Context: an optimization exercise on an open-source flow, tuned for small area. The choices shown serve that exercise and are no tape-out recipe. Function was checked by simulation only, so behaviour that the tests miss may differ from the original. No driver is modelled on the clock port, so clock power and skew are understated where the tree is cut down; a real chip needs a root buffer or a tree. No activity file was given, so power comes from the tool's default toggle rates.

== violet ==
## top_sp
module top_sp(
    input reset, clk,
    input spi_miso,
    output spi_mosi,
    output spi_sck,
    output spi_cs,
    output [15:0] ch4_data
    );
export LEC_CHECK = 0
export CAP_MARGIN = 20
export CORE_MARGIN = 2
export CORE_UTILIZATION = 40
export PLACE_DENSITY = 0.6
export SLEW_MARGIN = 20
create_clock -name core_clock -period 10.0 [get_ports {clk}]
standard.sh (not shown) runs the stock make flow with config.mk's settings and CLKGATE_MAP_FILE= SYNTH_SCRIPT=/design/flow/synth_recipe.tcl, a recipe that flattens the netlist after the stock synthesis.
==> flow/flow/run.sh <==
#!/bin/bash
# Layout flow: the standard flow (standard.sh), with three changes:
#  1. after the standard synthesis, the combinational logic between the
#     flip-flops is mapped again by ABC with an area script (reopt.tcl);
#     the flip-flops keep their instances, names and cell types;
#  2. the port buffers are the smallest buffer (buf_1);
#  3. clock tree synthesis inserts no dummy loads.
# reopt.v is used only if yosys proves it equivalent to the standard netlist.
# Each tool's output goes to a log file of its own in this folder.
set -euo pipefail
export BUFFER_PORTS_ARGS="-buffer_cell sky130_fd_sc_hd__buf_1"
export CTS_ARGS="-sink_clustering_enable -repair_clock_nets -dont_use_dummy_load -buf_list {sky130_fd_sc_hd__clkbuf_2 sky130_fd_sc_hd__clkbuf_4 sky130_fd_sc_hd__clkbuf_8} -sink_clustering_size 40 -sink_clustering_max_diameter 200"
here=$PWD
res=$here/orfs/results/$FLOW_PLATFORM/top_sp/base

bash standard.sh synth > synth.log 2>&1

YOSYS=yosys
[ -x "$FLOW_HOME/../tools/install/yosys/bin/yosys" ] && YOSYS="$FLOW_HOME/../tools/install/yosys/bin/yosys"
cp "$res/1_2_yosys.v" "$here/standard_synth.v"
LIB="$FLOW_HOME/platforms/$FLOW_PLATFORM/lib/sky130_fd_sc_hd__tt_025C_1v80.lib" \
IN="$here/standard_synth.v" OUT="$here/reopt.v" ABCSCR="$here/flow/area.scr" \
DONTUSE="$(sed -n '/DONT_USE_CELLS/,/^#/p' "$FLOW_HOME/platforms/$FLOW_PLATFORM/config.mk" | grep -o 'sky130_fd_sc_hd__\w*' | tr '\n' ' ')" \
  "$YOSYS" -c "$here/flow/reopt.tcl" > reopt.log 2>&1
# keep the re-mapped netlist only if yosys proves it equivalent to the standard one
ln -sf "$FLOW_HOME/platforms/$FLOW_PLATFORM/lib/sky130_fd_sc_hd__tt_025C_1v80.lib" "$here/lib.lib"
if "$YOSYS" -s "$here/flow/equiv.ys" > equiv.log 2>&1; then
  cp "$here/reopt.v" "$res/1_2_yosys.v"
else
  echo "re-mapped netlist not proven equivalent; keeping the standard one" >> equiv.log
fi
rm -f "$res/1_synth.odb" "$res/1_synth.sdc"

bash standard.sh > standard.log 2>&1
==> flow/flow/area.scr <==
strash; &get -n; &deepsyn -T 20; &put; dch -f; amap; topo
==> flow/flow/equiv.ys <==
# Proves reopt.v equivalent to the standard synthesis netlist (same registers).
read_liberty -ignore_miss_func lib.lib
read_verilog standard_synth.v
rename top_sp gold
read_verilog reopt.v
rename top_sp gate
flatten
opt_clean
equiv_make gold gate equiv
hierarchy -top equiv
equiv_simple -seq 2
equiv_induct
equiv_status -assert
==> flow/flow/reopt.tcl <==
# Re-map the combinational logic of the standard synthesis netlist for area.
# Flip-flops stay as they are: same instances, names and cell types.
yosys -import
set lib $::env(LIB)
read_liberty -ignore_miss_func $lib
read_verilog $::env(IN)
hierarchy -top top_sp
set seq {}
foreach c [lsort -unique [regexp -all -inline {sky130_fd_sc_hd__\w+} [read [open $::env(IN)]]]] {
  if {[regexp {__(df|edf|sdf|dl|sedf)} $c]} { lappend seq $c }
}
foreach c $seq { setattr -mod -set keep_hierarchy 1 $c }
flatten
opt -purge
set du {}
foreach c $::env(DONTUSE) { lappend du -dont_use $c }
abc -liberty $lib {*}$du -script $::env(ABCSCR)
opt_clean -purge
hilomap -singleton -hicell sky130_fd_sc_hd__conb_1 HI -locell sky130_fd_sc_hd__conb_1 LO
splitnets
opt_clean -purge
yosys rename -enumerate -pattern _ro%_ w:$*
yosys rename -enumerate -pattern _rc%_ c:$*
blackbox sky130_fd_sc_hd__*
tee -o $::env(OUT).stat stat -liberty $lib
write_verilog -noattr -nohex -nodec $::env(OUT)
Setup changes, violet to maple
--- a/flow/flow/run.sh
+++ b/flow/flow/run.sh
@@ -12 +12 @@
-export CTS_ARGS="-sink_clustering_enable -repair_clock_nets -dont_use_dummy_load -buf_list {sky130_fd_sc_hd__clkbuf_2 sky130_fd_sc_hd__clkbuf_4 sky130_fd_sc_hd__clkbuf_8} -sink_clustering_size 40 -sink_clustering_max_diameter 200"
+export CTS_ARGS="${CTS_ARGS_OVERRIDE:--sink_clustering_enable -repair_clock_nets -dont_use_dummy_load -buf_list sky130_fd_sc_hd__clkbuf_8 -sink_clustering_size 40 -sink_clustering_max_diameter 200}"
### Flow results
maple finished every stage and its layout cleared the timing, design-rule and antenna checks.
Per the final summary, violet finished and its layout is clean on timing, DRC and antenna.
maple vs violet on met1 track demand over resource: maple is the lower one.
Relative to violet, the top achievable clock speed of maple is higher by 1.4%.
Setup WNS violet -> maple: better
maple against violet: worst hold slack after final layout saw an increase, clock share of power saw an increase, final total power saw an increase.
## Diff of input files: garnet against maple
--- a/flow/flow/run.sh
+++ b/flow/flow/run.sh
@@ -12 +12 @@
-export CTS_ARGS="${CTS_ARGS_OVERRIDE:--sink_clustering_enable -repair_clock_nets -dont_use_dummy_load -buf_list sky130_fd_sc_hd__clkbuf_8 -sink_clustering_size 40 -sink_clustering_max_diameter 200}"
+export CTS_ARGS="${CTS_ARGS_OVERRIDE:--sink_clustering_enable -repair_clock_nets -dont_use_dummy_load -buf_list sky130_fd_sc_hd__clkbuf_4 -sink_clustering_size 20 -sink_clustering_max_diameter 100}"
Results
- On delay of the slowest cell on the worst path, maple and garnet are neck and neck.
- Changes observed in garnet relative to maple: layout buffer count excluding clock buffers held steady, core utilization fell 1.0 points, switching power of the nets went down by 3.2%.
- [compare] base=maple new=garnet: setup slack lost 0.055 ns, length of routed wiring on met1 moved up, layout buffering overhead excluding clock cells comparable, data arrival time of the critical path climbed 0.06 ns.
Here is what was changed in the inputs of zinc compared with garnet.
--- a/flow/flow/run.sh
+++ b/flow/flow/run.sh
@@ -8 +7,0 @@
-# reopt.v is used only if yosys proves it equivalent to the standard netlist.
@@ -25,7 +24 @@
-# keep the re-mapped netlist only if yosys proves it equivalent to the standard one
-ln -sf "$FLOW_HOME/platforms/$FLOW_PLATFORM/lib/sky130_fd_sc_hd__tt_025C_1v80.lib" "$here/lib.lib"
-if "$YOSYS" -s "$here/flow/equiv.ys" > equiv.log 2>&1; then
-  cp "$here/reopt.v" "$res/1_2_yosys.v"
-else
-  echo "re-mapped netlist not proven equivalent; keeping the standard one" >> equiv.log
-fi
+cp "$here/reopt.v" "$res/1_2_yosys.v"
==> flow/flow/area.scr <==
strash; &get -n; &deepsyn -T 20; &put; dch -f; map -a; topo
removed: flow/flow/equiv.ys
As far as sequential cell count is concerned, garnet and zinc perform about the same.
Looking at zinc and garnet, the final count of hold timing violations is a wash.
Compared to garnet, zinc has number of cells on the critical path 2 lower.
Most common cell after layout, fill and taps aside = sky130_fd_sc_hd__clkinv_1: zinc; most common cell after layout, fill and taps aside = sky130_fd_sc_hd__nor2_1: garnet
Relative to garnet, the wire length measured on zinc has decreased by a few percent.
For total internal power, zinc and garnet come out practically identical.
Compare zinc and garnet | hold slack lower: garnet
[zinc] sequential fraction of total cell area fell 0.89 points relative to garnet
Diff zinc and garnet: relative contribution of the clock network to total power lower in garnet
In the metrics for zinc and garnet, the one carrying the higher overall track demand over capacity in global routing is garnet.
## Diff of input files: cedar against zinc
==> flow/run.sh (new file) <==
#!/bin/bash
# synth_recipe.tcl (not shown) runs the flow's synth.tcl, then flattens the netlist and writes it again
# the make line also repeats each setting of config.mk as NAME=value (left out here)
make -C /OpenROAD-flow-scripts/flow DESIGN_CONFIG=/design/flow/config.mk WORK_HOME=/design/flow/orfs CLKGATE_MAP_FILE= SYNTH_SCRIPT=/design/flow/synth_recipe.tcl finish
removed: flow/flow/run.sh
removed: flow/flow/area.scr
removed: flow/flow/reopt.tcl
removed: flow/standard.sh
Findings:
- cedar ends up with a core utilization that is 3.7 points higher than in zinc.
- Sort cedar and zinc by growth of design area from synthesis to finish, descending, and cedar comes first.
- Compared with zinc, cedar shows a final weighted congestion of routability-driven global placement that is 6.0% lower.
- cedar vs. zinc: share of final layout cell area taken by non-clock buffers has increased; routed wire length has increased; achievable clock frequency has decreased; power has increased; final instance area has increased.
- Taking zinc as the reference point, the critical path depth of cedar rises by 2.


## run 1
Starting RTL as in the previous note.
clock: 10.0 ns
lec_check: 0
cap_margin: 20
core_margin: 2
core_utilization: 40
gpl_timing_driven: 0
place_density: 0.6
slew_margin: 20
==> flow/flow/run.sh <==
#!/bin/bash
# Layout flow: the standard flow (standard.sh), with these changes:
#  1. after the standard synthesis, the combinational logic between the
#     flip-flops is mapped again by ABC with area scripts (reopt.tcl, one run
#     per script abc*.scr); the flip-flops keep their instances, names and
#     cell types.  A result is used only if yosys proves it equivalent to the
#     standard netlist (equiv.ys); the smallest such result is kept;
#  2. the port buffers are the smallest buffer (buf_1);
#  3. clock tree synthesis inserts no dummy loads, and post_cts.tcl then
#     lets the clock port drive the leaf clock buffers directly and merges
#     the tie cells of the constant outputs.
# Each tool's output goes to a log file of its own in this folder.
set -uo pipefail
export BUFFER_PORTS_ARGS="-buffer_cell sky130_fd_sc_hd__buf_1"
export CTS_ARGS="-sink_clustering_enable -repair_clock_nets -dont_use_dummy_load -buf_list sky130_fd_sc_hd__clkbuf_4 -sink_clustering_size 20 -sink_clustering_max_diameter 100"
here=$PWD
export POST_CTS_TCL="$here/flow/post_cts.tcl"
res=$here/orfs/results/$FLOW_PLATFORM/top_sp/base

bash standard.sh synth > synth.log 2>&1 || exit 1

YOSYS=yosys
[ -x "$FLOW_HOME/../tools/install/yosys/bin/yosys" ] && YOSYS="$FLOW_HOME/../tools/install/yosys/bin/yosys"
cp "$res/1_2_yosys.v" "$here/standard_synth.v"
cp "$FLOW_HOME/platforms/$FLOW_PLATFORM/lib/sky130_fd_sc_hd__tt_025C_1v80.lib" "$here/lib.lib"
export LIB="$here/lib.lib" IN="$here/standard_synth.v"
export DONTUSE="$(sed -n '/DONT_USE_CELLS/,/^#/p' "$FLOW_HOME/platforms/$FLOW_PLATFORM/config.mk" | grep -o 'sky130_fd_sc_hd__\w*' | tr '\n' ' ')"
for scr in "$here"/flow/abc*.scr; do
  n=$(basename "$scr" .scr)
  ( OUT="$here/reopt_$n.v" ABCSCR="$scr" timeout 600 "$YOSYS" -c "$here/flow/reopt.tcl" > "reopt_$n.log" 2>&1
    sed "s/reopt.v/reopt_$n.v/" "$here/flow/equiv.ys" > "$here/equiv_$n.ys"
    if timeout 600 "$YOSYS" -s "$here/equiv_$n.ys" > "equiv_$n.log" 2>&1; then
      grep 'Chip area' "$here/reopt_$n.v.stat" | awk -v f="$here/reopt_$n.v" '{print $NF, f}' > "$here/area_$n.txt"
    fi ) &
  while [ "$(jobs -rp | wc -l)" -ge 4 ]; do sleep 1; done
done
wait
best=$(cat "$here"/area_*.txt 2>/dev/null | sort -g | head -n 1 | awk '{print $2}')
if [ -n "$best" ]; then
  echo "using $best" > reopt_choice.log
  cat "$here"/area_*.txt >> reopt_choice.log
  cp "$best" "$res/1_2_yosys.v"
else
  echo "no re-mapped netlist proven equivalent; keeping the standard one" > reopt_choice.log
fi
rm -f "$res/1_synth.odb" "$res/1_synth.sdc"

bash standard.sh > standard.log 2>&1
==> flow/flow/abcn1.scr <==
strash; &get -n; &deepsyn -T 25 -S 1; &dch -f; &nf -R 1000 -a; &put; topo
==> flow/flow/abcn2.scr <==
strash; &get -n; &deepsyn -T 25 -S 2; &dch -f; &nf -R 1000 -a; &put; topo
==> flow/flow/abcn3.scr <==
strash; &get -n; &deepsyn -T 25 -S 3; &dch -f; &nf -R 1000 -a; &put; topo
==> flow/flow/abcn4.scr <==
strash; &get -n; &deepsyn -T 25 -S 4; &dch -f; &nf -R 1000 -a; &put; topo
==> flow/flow/abcn5.scr <==
strash; &get -n; &deepsyn -T 25 -S 5; &dch -f; &nf -R 1000 -a; &put; topo
==> flow/flow/abcn6.scr <==
strash; &get -n; &deepsyn -T 25 -S 6; &dch -f; &nf -R 1000 -a; &put; topo
==> flow/flow/abcn7.scr <==
strash; &get -n; &deepsyn -T 25 -S 7; &dch -f; &nf -R 1000 -a; &put; topo
==> flow/flow/abcn8.scr <==
strash; &get -n; &deepsyn -T 25 -S 8; &dch -f; &nf -R 1000 -a; &put; topo
Other scripts of this flow, unchanged in this note and not shown: flow/flow/abc1.scr, flow/flow/abc2.scr, flow/flow/abc3.scr, flow/flow/abc4.scr, flow/flow/abc5.scr, flow/flow/abc6.scr, flow/flow/abc7.scr, flow/flow/abc8.scr, flow/flow/equiv.ys, flow/flow/post_cts.tcl, flow/flow/reopt.tcl
Inputs modified between run 1 and run 2:
--- a/flow/config.mk
+++ b/flow/config.mk
@@ -10,3 +10,2 @@
 export CORE_UTILIZATION = 40
-export GPL_TIMING_DRIVEN = 0
 export PLACE_DENSITY = 0.6
removed: flow/flow/abcn1.scr
removed: flow/flow/abcn2.scr
removed: flow/flow/abcn3.scr
removed: flow/flow/abcn4.scr
removed: flow/flow/abcn5.scr
removed: flow/flow/abcn6.scr
removed: flow/flow/abcn7.scr
removed: flow/flow/abcn8.scr
Findings:
- Both conditions hold for run 2: the flow ran to the end and the final layout passed the timing, design-rule and antenna checks.
- Utilization after layout in run 2 is 0.59 points higher than in run 1
- Count of clock-buffer cells in the layout: run 2 vs run 1 identical
- Relative to run 1, the power measured on run 2 has increased slightly.
- Run 1 -> run 2: cell count increased by a few percent

## afterwards: timing with drivers on the ports
The results above use ideal ports. As a check the final layouts listed here were re-extracted and re-timed, cells and wires unchanged. Step 1, drivers: a clkbuf_16 drives clk and a buf_2 each remaining input, both assumed. Step 2, shift: input delay + t, output delay - t, t = (earliest + latest rising clock arrival at the registers) / 2. This alone moves slack from input paths to output paths. Three values: ideal ports, drivers, drivers and shift; two values: the first two.
run | t, ns | setup WS [ns] | latest minus earliest clock arrival (ns) | worst slew at a driven data input, ns
violet | 0.343 | 6.081 / 6.060 / 5.971 | 0.029 / 0.029 | 0.03
maple | 0.298 | 6.136 / 6.111 / 5.982 | 0.019 / 0.019 | 0.03
garnet | 0.343 | 6.081 / 6.060 / 5.971 | 0.029 / 0.029 | 0.03
zinc | 0.344 | 6.070 / 6.049 / 6.209 | 0.024 / 0.024 | 0.03
cedar | 0.303 | 5.657 / 5.634 / 5.937 | 0.005 / 0.005 | 0.03
run 1 | 0.192 | 6.242 / 6.202 / 6.213 | 0.013 / 0.013 | 0.03
run 2 | 0.197 | 6.019 / 5.978 / 5.924 | 0.022 / 0.022 | 0.03
After both steps every run listed still meets setup and hold. The setup slack of maple, which loses most, moves by -0.025 ns with the drivers and by -0.154 ns with both steps.
